This is an optimization exercise on Yosys and OpenROAD, whose aim is small area, not a production implementation.
RTL that was checked went through simulation tests only; none was proved equivalent to the original.

Design fpu_top, start of the top module:
module fpu_top(
    input clk,
    input [31:0] a,
    input [31:0] b,
    input [1:0] op,
    output [31:0] out
    );
Size in the first run: roughly 2300 cells after synthesis, about 190 flip-flops.
==> flow/config.mk <==
export PLATFORM = sky130hd
export DESIGN_NAME = fpu_top
export DESIGN_NICKNAME = fpu_top
export VERILOG_FILES = /design/flow/design.v
export SDC_FILE = /design/flow/constraint.sdc
export NUM_CORES = 4
export LEC_CHECK = 0
export CAP_MARGIN = 20
export CORE_MARGIN = 2
export CORE_UTILIZATION = 40
export SLEW_MARGIN = 20
export SYNTH_HIERARCHICAL = 1
export SYNTH_MINIMUM_KEEP_SIZE = 0
==> flow/constraint.sdc <==
create_clock -name core_clock -period 7.5 [get_ports {clk}]
set_input_delay 1.5000 -clock core_clock [delete_from_list [all_inputs] [get_ports {clk}]]
set_output_delay 1.5000 -clock core_clock [all_outputs]
set_load 0.01 [all_outputs]
run.sh (not shown) runs the stock make flow with config.mk's settings and CLKGATE_MAP_FILE= SYNTH_SCRIPT=/design/flow/synth_recipe.tcl, a recipe that flattens the netlist after the stock synthesis.
Edit:
==> flow/flow/run.sh (new file) <==
#!/bin/bash
# Standard ORFS layout with two changes:
#  - synthesis runs flow/synth.tcl: the standard flow's synthesis script, except that the
#    final ABC mapping of the modules outside the multiplier stage uses an
#    area-oriented ABC script (flow/area.abc);
#  - the input and output ports are buffered with sky130_fd_sc_hd__buf_1
#    instead of the delay buffer that buffer_ports picks by default.
# make's full output goes to flow.log (ORFS's per-step logs are in orfs/logs).
bash standard.sh SYNTH_SCRIPT=$PWD/flow/synth.tcl "BUFFER_PORTS_ARGS=-buffer_cell sky130_fd_sc_hd__buf_1" finish > flow.log 2>&1
==> flow/flow/area.abc (new file) <==
strash
dch
map -a
topo
stime -c
==> flow/flow/synth.tcl (new file) <==
# The standard flow's synthesis script (synth_recipe.tcl), with one change: the final ABC
# mapping of the modules outside the multiplier stage (fpu_compute) uses an
# area-oriented ABC script (area.abc, next to this file) instead of ORFS's
# speed script. Everything else, registers included, is as in synth_recipe.tcl.
proc synth {args} { yosys synth -nofsm -noshare {*}$args }
set my_area_abc [file join [file dirname [file normalize [info script]]] area.abc]
set my_speed_modules {}
set my_area_modules {fpu_compute fpu_top fpu_unpack fpu_normalize fpu_fa fpu_ha}
proc abc {args} {
  set i [lsearch -exact $args -script]
  set area_args [lreplace $args [expr {$i + 1}] [expr {$i + 1}] $::my_area_abc]
  if {[llength $::my_speed_modules]} { yosys abc {*}$args {*}$::my_speed_modules }
  if {[llength $::my_area_modules]} { yosys abc {*}$area_args {*}$::my_area_modules }
}
source $::env(SCRIPTS_DIR)/synth.tcl
# left out here: clear keep_hierarchy, flatten, clean up, hide names made inside functions, write 1_2_yosys.v
==> flow/standard.sh (new file) <==
#!/bin/bash
# synth_recipe.tcl (not shown) runs the flow's synth.tcl, then flattens the netlist and writes it again
# the make line also repeats each setting of config.mk as NAME=value (left out here)
make -C /OpenROAD-flow-scripts/flow DESIGN_CONFIG=/design/flow/config.mk WORK_HOME=/design/flow/orfs CLKGATE_MAP_FILE= SYNTH_SCRIPT=/design/flow/synth_recipe.tcl "${@:-finish}"
removed: flow/run.sh
Outcome: Core utilization went up by 1.4 points. Wire length drops by a few percent. First-iteration DRC count is lower by a quarter to a third. Hold slack stays flat. Critical path depth climbs by 3. Register-to-register slack is better by 130 ps. Design area drops by a few percent. Setup slack gets better by 130 ps. Clock skew drops by 6.9 ps. Count of clock-buffer cells in the layout does not change.
Edit:
==> flow/flow/run.sh (replaced) <==
#!/bin/bash
# Standard ORFS layout; the input and output ports are buffered with the
# smallest buffer (sky130_fd_sc_hd__buf_1) instead of the delay buffer that
# buffer_ports picks by default, and after global routing the cells off the
# critical paths are downsized (ORFS's RECOVER_POWER step).
# make's full output goes to flow.log.
bash standard.sh "BUFFER_PORTS_ARGS=-buffer_cell sky130_fd_sc_hd__buf_1" RECOVER_POWER=100 finish > flow.log 2>&1
removed: flow/flow/area.abc
removed: flow/flow/synth.tcl
Effect: Now the flow completed and failed the layout checks on max-capacitance violations, max-slew violations. Die area went up by about 10%. Global-route usage went down by 1.4 points. Hold slack degrades by 5.1 ps.
Edit:
==> flow/flow/run.sh (replaced) <==
#!/bin/bash
# Standard ORFS layout with two changes:
#  - synthesis runs flow/synth.tcl: the standard flow's synthesis script, except that the
#    final ABC mapping of the modules outside the multiplier stage uses an
#    area-oriented ABC script (flow/area.abc);
#  - the input and output ports are buffered with sky130_fd_sc_hd__buf_1
#    instead of the delay buffer that buffer_ports picks by default.
# make's full output goes to flow.log (ORFS's per-step logs are in orfs/logs).
bash standard.sh SYNTH_SCRIPT=$PWD/flow/synth.tcl "BUFFER_PORTS_ARGS=-buffer_cell sky130_fd_sc_hd__buf_1" finish > flow.log 2>&1
==> flow/flow/area.abc (new file) <==
strash
dch
map -a
topo
stime -c
==> flow/flow/synth.tcl (new file) <==
# The standard flow's synthesis script (synth_recipe.tcl), with one change: the final ABC
# mapping of the modules outside the multiplier stage (fpu_compute) uses an
# area-oriented ABC script (area.abc, next to this file) instead of ORFS's
# speed script. Everything else, registers included, is as in synth_recipe.tcl.
proc synth {args} { yosys synth -nofsm -noshare {*}$args }
set my_area_abc [file join [file dirname [file normalize [info script]]] area.abc]
set my_speed_modules {fpu_compute}
set my_area_modules {fpu_top fpu_unpack fpu_normalize fpu_fa fpu_ha}
proc abc {args} {
  set i [lsearch -exact $args -script]
  set area_args [lreplace $args [expr {$i + 1}] [expr {$i + 1}] $::my_area_abc]
  yosys abc {*}$args {*}$::my_speed_modules
  yosys abc {*}$area_args {*}$::my_area_modules
}
source $::env(SCRIPTS_DIR)/synth.tcl
# left out here: clear keep_hierarchy, flatten, clean up, hide names made inside functions, write 1_2_yosys.v
Now the flow completed with no timing, DRC or antenna violations.
Cell area shrinks by 3.6%.
Worst setup slack gets better by 110 ps.
Synthesized area is lower by 4.8%.
Via count decreases by about 3%.
Cell count drops by about 1.8%.
Core utilization is higher by 0.53 points.
First-iteration DRC count rose by about 12%.
Worst hold slack gets better by 5.2 ps.
Count of clock-buffer cells in the layout is unchanged.
Critical path depth fell by 1.

fpu_top, a different RTL version from the one above (not shown whole).
Size: ~190 flip-flops, ~99 I/O pins, about 20000 um^2 of cells after synthesis.
==> flow/config.mk <==
export PLATFORM = sky130hd
export DESIGN_NAME = fpu_top
export DESIGN_NICKNAME = fpu_top
export VERILOG_FILES = /design/flow/design.v
export SDC_FILE = /design/flow/constraint.sdc
export NUM_CORES = 4
export LEC_CHECK = 0
export CAP_MARGIN = 20
export CORE_MARGIN = 2
export CORE_UTILIZATION = 40
export GPL_TIMING_DRIVEN = 0
export SLEW_MARGIN = 20
export SYNTH_HIERARCHICAL = 1
export SYNTH_MINIMUM_KEEP_SIZE = 0
==> flow/constraint.sdc <==
create_clock -name core_clock -period 7.5 [get_ports {clk}]
set_input_delay 1.5000 -clock core_clock [delete_from_list [all_inputs] [get_ports {clk}]]
set_output_delay 1.5000 -clock core_clock [all_outputs]
set_load 0.01 [all_outputs]
standard.sh (not shown) runs the stock make flow with config.mk's settings and CLKGATE_MAP_FILE= SYNTH_SCRIPT=/design/flow/synth_recipe.tcl, a recipe that flattens the netlist after the stock synthesis.
==> flow/flow/run.sh <==
#!/bin/bash
# Standard ORFS layout with two changes:
#  - synthesis runs flow/synth.tcl: the standard flow's synthesis script, except that the
#    final ABC mapping of the modules outside the multiplier stage uses an
#    area-oriented ABC script (flow/area.abc);
#  - the input and output ports are buffered with sky130_fd_sc_hd__buf_1
#    instead of the delay buffer that buffer_ports picks by default.
# make's full output goes to flow.log (ORFS's per-step logs are in orfs/logs).
bash standard.sh SYNTH_SCRIPT=$PWD/flow/synth.tcl "BUFFER_PORTS_ARGS=-buffer_cell sky130_fd_sc_hd__buf_1" finish > flow.log 2>&1
==> flow/flow/area.abc <==
strash
dch
map -a
topo
stime -c
==> flow/flow/synth.tcl <==
# The standard flow's synthesis script (synth_recipe.tcl), with one change: the final ABC
# mapping of the modules outside the multiplier stage (fpu_compute) uses an
# area-oriented ABC script (area.abc, next to this file) instead of ORFS's
# speed script. Everything else, registers included, is as in synth_recipe.tcl.
proc synth {args} { yosys synth -nofsm -noshare {*}$args }
set my_area_abc [file join [file dirname [file normalize [info script]]] area.abc]
set my_speed_modules {fpu_cpa}
set my_area_modules {fpu_compute fpu_top fpu_unpack fpu_normalize fpu_fa fpu_ha}
proc abc {args} {
  set i [lsearch -exact $args -script]
  set area_args [lreplace $args [expr {$i + 1}] [expr {$i + 1}] $::my_area_abc]
  if {[llength $::my_speed_modules]} { yosys abc {*}$args {*}$::my_speed_modules }
  if {[llength $::my_area_modules]} { yosys abc {*}$area_args {*}$::my_area_modules }
}
source $::env(SCRIPTS_DIR)/synth.tcl
# left out here: clear keep_hierarchy, flatten, clean up, hide names made inside functions, write 1_2_yosys.v
The baseline passed the timing, DRC and antenna checks.
Change:
--- a/flow/config.mk
+++ b/flow/config.mk
@@ -10,3 +10,2 @@
 export CORE_UTILIZATION = 40
-export GPL_TIMING_DRIVEN = 0
 export SLEW_MARGIN = 20
Cell area went down slightly.
Global-route usage went up by 0.38 points.
Wire length went down slightly.
Final cell count went up slightly.
Change:
--- a/flow/config.mk
+++ b/flow/config.mk
@@ -7,6 +7,6 @@
 export LEC_CHECK = 0
-export CAP_MARGIN = 20
+export CAP_MARGIN = 0
 export CORE_MARGIN = 2
 export CORE_UTILIZATION = 40
-export SLEW_MARGIN = 20
+export SLEW_MARGIN = 0
 export SYNTH_HIERARCHICAL = 1
What happened: Synthesized area stays the same. Utilization barely changes.
No functional check of the RTL was part of any run of this note.

Setup of P:
fpu_top, a different RTL version from the one above (not shown whole).
Size in the first run: roughly 2,300 cells after synthesis, about 190 flip-flops, roughly 99 I/O pins, ~19,000 sq um of cells after synthesis.
export LEC_CHECK = 0
export CAP_MARGIN = 20
export CORE_MARGIN = 2
export CORE_UTILIZATION = 40
export PLACE_DENSITY = 0.95
export SLEW_MARGIN = 20
export SYNTH_HIERARCHICAL = 1
export SYNTH_MINIMUM_KEEP_SIZE = 0
create_clock -name core_clock -period 7.5 [get_ports {clk}]
==> flow/flow/area.abc <==
strash
dch -f
amap
==> flow/flow/area2.abc <==
strash
dc2
dch -f
amap
==> flow/flow/synth.tcl <==
# The standard flow's synthesis script (synth_recipe.tcl) with two changes:
#  - the final ABC mapping uses ORFS's speed script only for the final adder
#    of the multiplier (fpu_cpa); the other modules are mapped with the
#    area-oriented ABC scripts named below (files next to this one);
#  - full and half adder cells are extracted only in the adder cell modules
#    fpu_fa and fpu_ha (elsewhere ABC maps the logic).
# Everything else, registers included, is as in synth_recipe.tcl.
proc synth {args} { yosys synth -nofsm -noshare {*}$args }
set my_here [file dirname [file normalize [info script]]]
set my_abc_map [list \
  [list {fpu_cpa} {}] \
  [list {fpu_compute fpu_top fpu_fa fpu_ha} area.abc] \
  [list {fpu_unpack fpu_normalize} area2.abc]]
proc abc {args} {
  foreach m $::my_abc_map {
    lassign $m mods script
    set a $args
    if {$script ne ""} {
      set i [lsearch -exact $a -script]
      set a [lreplace $a [expr {$i + 1}] [expr {$i + 1}] [file join $::my_here $script]]
    }
    yosys abc {*}$a {*}$mods
  }
}
proc extract_fa {args} { yosys extract_fa {*}$args fpu_fa fpu_ha }
source $::env(SCRIPTS_DIR)/synth.tcl
# left out here: clear keep_hierarchy, flatten, clean up, hide names made inside functions, write 1_2_yosys.v
Scripts as last shown in full above: flow/flow/run.sh
The final layout from P, which completed every stage, passed the timing, DRC and antenna checks at the end of the flow.
diff inputs: P => Q
- PLACE_DENSITY: 0.95 -> 0.9
==> flow/flow/run.sh <==
#!/bin/bash
# Standard ORFS layout (the standard.sh) with two changes:
#  - synthesis runs flow/synth.tcl: the standard flow's synthesis script, except that the
#    final ABC mapping uses area-oriented ABC scripts (flow/area.abc,
#    flow/area2.abc) for every module but the multiplier's final adder, and
#    full/half adder cells are extracted only in the adder cell modules;
#  - the input and output ports are buffered with sky130_fd_sc_hd__buf_1
#    instead of the delay buffer that buffer_ports picks by default.
# make's full output goes to flow.log (ORFS's per-step logs are in orfs/logs).
bash standard.sh SYNTH_SCRIPT=$PWD/flow/synth.tcl "BUFFER_PORTS_ARGS=-buffer_cell sky130_fd_sc_hd__buf_1" finish > flow.log 2>&1
Notes after the runs:
- There was hardly any difference in cell count between P and Q.
- Compare Q and P | depth of the worst register-to-register path higher: Q
- Diff P..Q | area taken by flip-flops and latches | unchanged
- Delta (Q minus P): critical path depth rose by 2, area added between synthesis and finish held, met3 routing resource usage after global routing has decreased.
The inputs of R differ from those of Q as listed below.
- changing PLACE_DENSITY from 0.9 to 0.85
- changing CORE_UTILIZATION from 40 to 50
Results
- Taking R as 1.0, Q lands at 1.12 on y dimension of the die.
- R was carried through to the last stage, and its layout satisfied the timing, DRC and antenna checks.
- Q → R: largest fanout on the critical path higher.
Inputs modified between R and S:
- changing CORE_UTILIZATION from 50 to 60
- changing PLACE_DENSITY from 0.85 to 0.9
==> comparison <==
From R to S the numbers moved as follows: post-route minimum period higher, number of buffers outside the clock class in the layout fell 8, via count of the routed design picked up an extra 141. Of R and S, the higher core utilization belongs to S. Setup slack in S is smaller than in R. Die area: S < R. S: starting density of the core is 10 points higher than what R reported.
## Diff of input files: T against S
- CORE_UTILIZATION: 60 -> 40
==> flow/flow/run.sh <==
#!/bin/bash
# Standard ORFS layout with two changes:
#  - synthesis runs flow/synth.tcl: the standard flow's synthesis script, except that the
#    final ABC mapping of the modules outside the multiplier stage uses an
#    area-oriented ABC script (flow/area.abc);
#  - the input and output ports are buffered with sky130_fd_sc_hd__buf_1
#    instead of the delay buffer that buffer_ports picks by default.
# make's full output goes to flow.log (ORFS's per-step logs are in orfs/logs).
bash standard.sh SYNTH_SCRIPT=$PWD/flow/synth.tcl "BUFFER_PORTS_ARGS=-buffer_cell sky130_fd_sc_hd__buf_1" finish > flow.log 2>&1
==> flow/flow/synth.tcl <==
# The standard flow's synthesis script (synth_recipe.tcl), with one change: the final ABC
# mapping of the modules outside the multiplier stage (fpu_compute) uses an
# area-oriented ABC script (area.abc, next to this file) instead of ORFS's
# speed script. Everything else, registers included, is as in synth_recipe.tcl.
proc synth {args} { yosys synth -nofsm -noshare {*}$args }
set my_area_abc [file join [file dirname [file normalize [info script]]] area.abc]
set my_speed_modules {fpu_cpa}
set my_area_modules {fpu_compute fpu_top fpu_unpack fpu_normalize fpu_fa fpu_ha}
proc abc {args} {
  set i [lsearch -exact $args -script]
  set area_args [lreplace $args [expr {$i + 1}] [expr {$i + 1}] $::my_area_abc]
  if {[llength $::my_speed_modules]} { yosys abc {*}$args {*}$::my_speed_modules }
  if {[llength $::my_area_modules]} { yosys abc {*}$area_args {*}$::my_area_modules }
}
# full and half adder cells are taken only from the adder modules
proc extract_fa {args} { yosys extract_fa {*}$args fpu_fa fpu_ha }
source $::env(SCRIPTS_DIR)/synth.tcl
# left out here: clear keep_hierarchy, flatten, clean up, hide names made inside functions, write 1_2_yosys.v
removed: flow/flow/area2.abc
--- outcome ---
- S finished end to end and its layout was clean on timing, DRC and antenna.
- T reached the end of the flow, and the finished layout is clean on the timing, DRC and antenna checks.
- Relative to S, the full die area measured on T has increased by more than a quarter.
- Shortest clock period the worst path allows after layout ends up higher on S.
- Of T and S, S shows the lower finished layout cell area, with T above it.

[static timing again, ports no longer ideal]
How much do the figures lean on ideal ports? The routed layouts below were timed once more, with nothing changed but the port constraints.
Step 1 assumes that a clkbuf_16 drives the clock port and a buf_2 every other input.
Step 2 moves the port delays by t, midway between the first and last clock arrival at a register: inputs arrive t later, outputs are due t later. That takes back most of the time a late clock gives input paths.
a / b / c = ideal / step 1 / step 2; a / b = the first two.
run | t (ns) | slack for setup (ns) | slew at the worst register clock pin (ns) | pins driven straight from the clock port
the first run of note 1 | 0.492 | 0.376 / 0.376 / 0.376 | 0.08 / 0.08 | 1
the second run of note 1 | 0.531 | 0.508 / 0.508 / 0.508 | 0.08 / 0.08 | 1
the third run of note 1 | 0.499 | 0.296 / 0.296 / 0.296 | 0.09 / 0.09 | 1
the fourth run of note 1 | 0.504 | 0.409 / 0.409 / 0.409 | 0.09 / 0.09 | 1
the first run of note 2 | 0.506 | 0.347 / 0.347 / 0.347 | 0.09 / 0.09 | 1
the second run of note 2 | 0.493 | 0.367 / 0.367 / 0.367 | 0.08 / 0.08 | 1
the third run of note 2 | 0.493 | 0.380 / 0.380 / 0.380 | 0.08 / 0.08 | 1
P | 0.500 | 0.195 / 0.195 / 0.195 | 0.08 / 0.08 | 1
Q | 0.508 | 0.342 / 0.342 / 0.342 | 0.09 / 0.09 | 1
R | 0.489 | 0.484 / 0.484 / 0.484 | 0.09 / 0.09 | 1
S | 0.483 | 0.317 / 0.317 / 0.317 | 0.08 / 0.08 | 1
T | 0.502 | 0.444 / 0.444 / 0.444 | 0.09 / 0.09 | 1
